Context: an optimization exercise on an open-source flow, tuned for small area, a short achievable clock period and few clock cycles per item. The choices shown serve that exercise and are no tape-out recipe. The RTL was checked by simulation tests, not by an equivalence proof against the original design. Power and IR drop assume default switching activity.

[config.mk]
export PLATFORM = sky130hd
export DESIGN_NAME = CRC
export DESIGN_NICKNAME = CRC
export VERILOG_FILES = /design/flow/design.v
export SDC_FILE = /design/flow/constraint.sdc
export NUM_CORES = 4
export LEC_CHECK = 0
export CAP_MARGIN = 20
export CORE_MARGIN = 2
export CORE_UTILIZATION = 40
export SLEW_MARGIN = 20
[constraint.sdc]
create_clock -name core_clock -period 5.5 [get_ports {clk}]
set_input_delay 1.1000 -clock core_clock [delete_from_list [all_inputs] [get_ports {clk}]]
set_output_delay 1.1000 -clock core_clock [all_outputs]
set_load 0.01 [all_outputs]
[design.v]
module CRC(
input           clk,
input           rst_n,
input  [23:0]   Din,
input           valid,
input  [15:0]   size,
output [14:0]   checksum,
output          done
);
reg busy;
wire [23:0] m;
wire [14:0] c;
always @(posedge clk or negedge rst_n)
 if (~rst_n) busy <= 1'b0;
 else busy <= ~busy & valid;
assign m = {Din[23:16] & {8{~(size[1] & ~size[0])}}, Din[15:0]};
assign c[0] = m[0] ^ m[1] ^ m[2] ^ m[3] ^ m[4] ^ m[6] ^ m[7] ^ m[9] ^ m[10] ^ m[11] ^ m[12] ^ m[14] ^ m[17] ^ m[19] ^ m[20] ^ m[21];
assign c[1] = m[1] ^ m[2] ^ m[3] ^ m[4] ^ m[5] ^ m[7] ^ m[8] ^ m[10] ^ m[11] ^ m[12] ^ m[13] ^ m[15] ^ m[18] ^ m[20] ^ m[21] ^ m[22];
assign c[2] = m[2] ^ m[3] ^ m[4] ^ m[5] ^ m[6] ^ m[8] ^ m[9] ^ m[11] ^ m[12] ^ m[13] ^ m[14] ^ m[16] ^ m[19] ^ m[21] ^ m[22] ^ m[23];
assign c[3] = m[0] ^ m[1] ^ m[2] ^ m[5] ^ m[11] ^ m[13] ^ m[15] ^ m[19] ^ m[21] ^ m[22] ^ m[23];
assign c[4] = m[0] ^ m[4] ^ m[7] ^ m[9] ^ m[10] ^ m[11] ^ m[16] ^ m[17] ^ m[19] ^ m[21] ^ m[22] ^ m[23];
assign c[5] = m[1] ^ m[5] ^ m[8] ^ m[10] ^ m[11] ^ m[12] ^ m[17] ^ m[18] ^ m[20] ^ m[22] ^ m[23];
assign c[6] = m[2] ^ m[6] ^ m[9] ^ m[11] ^ m[12] ^ m[13] ^ m[18] ^ m[19] ^ m[21] ^ m[23];
assign c[7] = m[0] ^ m[1] ^ m[2] ^ m[4] ^ m[6] ^ m[9] ^ m[11] ^ m[13] ^ m[17] ^ m[21] ^ m[22];
assign c[8] = m[0] ^ m[4] ^ m[5] ^ m[6] ^ m[9] ^ m[11] ^ m[17] ^ m[18] ^ m[19] ^ m[20] ^ m[21] ^ m[22] ^ m[23];
assign c[9] = m[1] ^ m[5] ^ m[6] ^ m[7] ^ m[10] ^ m[12] ^ m[18] ^ m[19] ^ m[20] ^ m[21] ^ m[22] ^ m[23];
assign c[10] = m[0] ^ m[1] ^ m[3] ^ m[4] ^ m[8] ^ m[9] ^ m[10] ^ m[12] ^ m[13] ^ m[14] ^ m[17] ^ m[22] ^ m[23];
assign c[11] = m[1] ^ m[2] ^ m[4] ^ m[5] ^ m[9] ^ m[10] ^ m[11] ^ m[13] ^ m[14] ^ m[15] ^ m[18] ^ m[23];
assign c[12] = m[2] ^ m[3] ^ m[5] ^ m[6] ^ m[10] ^ m[11] ^ m[12] ^ m[14] ^ m[15] ^ m[16] ^ m[19];
assign c[13] = m[3] ^ m[4] ^ m[6] ^ m[7] ^ m[11] ^ m[12] ^ m[13] ^ m[15] ^ m[16] ^ m[17] ^ m[20];
assign c[14] = m[0] ^ m[1] ^ m[2] ^ m[3] ^ m[5] ^ m[6] ^ m[8] ^ m[9] ^ m[10] ^ m[11] ^ m[13] ^ m[16] ^ m[18] ^ m[19] ^ m[20];
reg [14:0] crc;
always @(posedge clk) crc <= c;
assign checksum = crc;
assign done = busy;
endmodule
[run.sh]
#!/bin/bash
# synth_recipe.tcl (not shown) runs the flow's synth.tcl, then flattens the netlist and writes it again
# the make line also repeats each setting of config.mk as NAME=value (left out here)
make -C /OpenROAD-flow-scripts/flow DESIGN_CONFIG=/design/flow/config.mk WORK_HOME=/design/flow/orfs CLKGATE_MAP_FILE= SYNTH_SCRIPT=/design/flow/synth_recipe.tcl finish
==> results.txt <==
-- layer usage --
metal / global-route usage [%] / routed length [um]
met1: 21.1 / 1410
met2: 28.2 / 1570
met3: 2.23 / 118
met4: 6.25 / 48
met5: 0 / 0
-- power groups by stage --
stage / Sequential, mW / Clock (mW) / Combinational [mW]
2_1_floorplan: 0.226 / 0 / 0.229
3_3_place_gp: 0.193 / 0 / 0.432
3_5_place_dp: 0.195 / 0 / 0.435
4_1_cts: 0.194 / 0.111 / 0.438
5_1_grt: 0.197 / 0.114 / 0.462
6_report: 0.193 / 0.107 / 0.430
-- cells by family (layout without fill, tap and decap cells) --
group,Yosys count,count (layout),synth area share [%]
AND/OR/NAND/NOR,21,21,6.10
buffers and inverters,4,48,1.17
flip-flops,16,16,21.7
XOR/XNOR,89,89,71.0
-- layout make-up --
class                      instances  share of cell area, %
multi-input combinational        110                   56.7
timing repair buffer              44                   21.6
sequential                        16                   16.0
tap                               48                   2.95
clock buffer                       4                   2.70
-- flip-flops by register name (all words and copies together) (netlist names) --
signal	count
busy	1
crc	15
-- cells in the final DEF (no fill, tap or decap) --
cell             Yosys  layout
xnor2_1             50      50
clkdlybuf4s50_1      0      44
xor2_1              19      19
xnor3_1             16      16
dfxtp_1             15      15
nand2_1             11      11
nor2_1               5       5
clkbuf_8             0       4
xor3_1               3       3
and2_1               2       2
nor2b_1              2       2
nand2b_1             1       1
xor3_4               1       1
dfrtp_1              1       1
-- worst max-delay path by stage --
| stage | to |
|---|---|
| 2_1_floorplan | crc[4] |
| 3_3_place_gp | crc[0] |
| 3_5_place_dp | crc[0] |
| 4_1_cts | crc[0] |
| 5_1_grt | crc[0] |
| 6_report | crc[14] |
==> flow_summary.toml <==
[grt]
antenna_found_initial = 0
grt-ovfl-total = 0
grt_start_max_net_pins = 14
grt_pass1_vias = 1027
grtUsageTotal_pct = 16.5
grt_pass1_wl_um = 5090

[power_and_ir_drop]
p_leak_nw = 0.891
p_comb_share_pct = 58.9
power_mw = 0.730
clkPwrFrac_pct = 14.7
seq_power_share_pct = 26.4
internal_power_mw = 0.519
power.density_nw_per_um2 = 358
ir_drop_mv = 0.189
switching_power_mw = 0.211
swShare_pct = 28.9

[layout]
n_antenna_cell = 0
nFillCells = 338
regArea_sq_um = 325
drive_gt1_share_pct = 2.87
area_delta_synth_final_pct = 35.9
multi_input_area_sq_um = 1150
stdcell_area_sq_um = 2040
final_nets = 218
instances_no_fill = 222
fin_util_pct = 56.0

[synthesis]
synth_area_sq_um = 1500
syn_nets = 173
yosysMostFrequentCell = "xnor2_1"
ys_warn_count = 1
synth_edf_count = 0
synth-seq-area-share_pct = 21.7
synth_cell_types = 14
synth_seq_cells = 16
synth_top_area_share_pct = 29.2
synth_top_area_cell = "xnor2_1"
synth.avg_cell_area_sq_um = 11.5
synthFlopType = "dfxtp_1"
synth_common_cells = "xnor2_1 (50), xor2_1 (19), xnor3_1 (16)"
synth_area_leaders = "xnor2_1 (29%), xnor3_1 (24%), dfxtp_1 (20%), xor2_1 (11%), xor3_1 (4.8%)"
synthCells = 130
async_flop_share_pct = 6.25

[critical_path]
path_cells = "clkdlybuf4s50_1 -> xnor2_1 -> xor2_1 -> xor2_1 -> xnor3_1"
crit_type = "in2reg"
crit_arrival_ns = 3.03
path_buf_inv = 1
cp.required_ns = 5.64
slowest_stage = "clkdlybuf4s50_1"
crit_family = "XOR/XNOR gates"
cp-end-kind = "register"
slowest_delay_ns = 0.53
worstPathMaxFanout = 4
critPathMostFrequentCell = "xor2_1"
r2r_slack_ns = 4.95
r2r-start = "busy"
critPathLaunchType = "input pin"
r2r-end = "busy"
critical_path.startpoint = "Din[11]"
reg2reg_depth = 1
crit_cells = 5

[timing]
fin_hold_ws_ns = 0.430
period_needed_ns = 2.89
rsz0062_at_grt = "false"
tightest_slew_ns = 0.549
finalSetupViolCount = 0
slew_viol_final = 0
max_freq_mhz = 346
fin_crit_sh_pct = 52.6
fin_skew_ns = 0
final-hold-violation-count = 0
worst_slack_ns = 2.61
maxSlewHeadroom_pct = 63.3
tns_ns = 0

[clock_network]
cts_setup_buffers = 0
clock_latency_ns = 0.25
cts-buffers-inserted = 3
cts.path.max_buffers = 2
cts_tree = "yes"
cts.reportedPaths.clkPinSlew_ns = 0.06
cts_resized = 0
cts_sinks = 16
cts-hold-fix-buffers = 0
cts_root_buf = "clkbuf_8"
h-tree-depth = 1

[floorplan]
fp.dieH_um = 65.2
core_area_sq_um = 3630
dieArea_sq_um = 4250
start_util_pct = 41.2
die_x_um = 65.2
rows = 22
io_pins = 59

[route]
antenna_left = 0
drc = 0
vias_per_cell = 4.44
vias = 986
drtIter0Drc = 27
drt_wl_total_um = 3140
wl_per_cell_um = 14.2
drtPass1Iterations = 4

[placed_design]
placed_cells = 218
gp_congestion = 0.836
post-dp-hpwl_um = 2700
dp_slack_ns = 2.32
placed_area_sq_um = 1980
port_buffers = 44

[min_path]
hold_end = "busy"
hold_depth = 1
min_path_type = "reg2reg"
hold_start = "busy"

[status]
status = "complete, no violations"

[run]
drv_cap = 0
Testbench counts, summed over its fixed seeds: cycles 24,000, items 12,000.

[port drivers added, routing unchanged]
How much do the figures lean on ideal ports? The routed layout below was timed once more, with nothing changed but the port constraints.
Step 1 sets driving cells, clkbuf_16 on the clock port and buf_2 on the other inputs (assumed; they add their load-dependent delay and slew).
Step 2 moves the port delays by t, midway between the first and last clock arrival at a register: inputs arrive t later, outputs are due t later. That takes back most of the time a late clock gives input paths.
Slacks: ideal / step 1 / step 2; pairs: ideal / step 1.
shift t [ns]: 0.278
setup WS [ns]: 2.608 / 2.612 / 2.334
clock arrival spread, ns: 0.003 / 0.004
After both steps this run still meets setup and hold. The setup slack of this run moves by +0.004 ns with the drivers and by -0.274 ns with both steps.
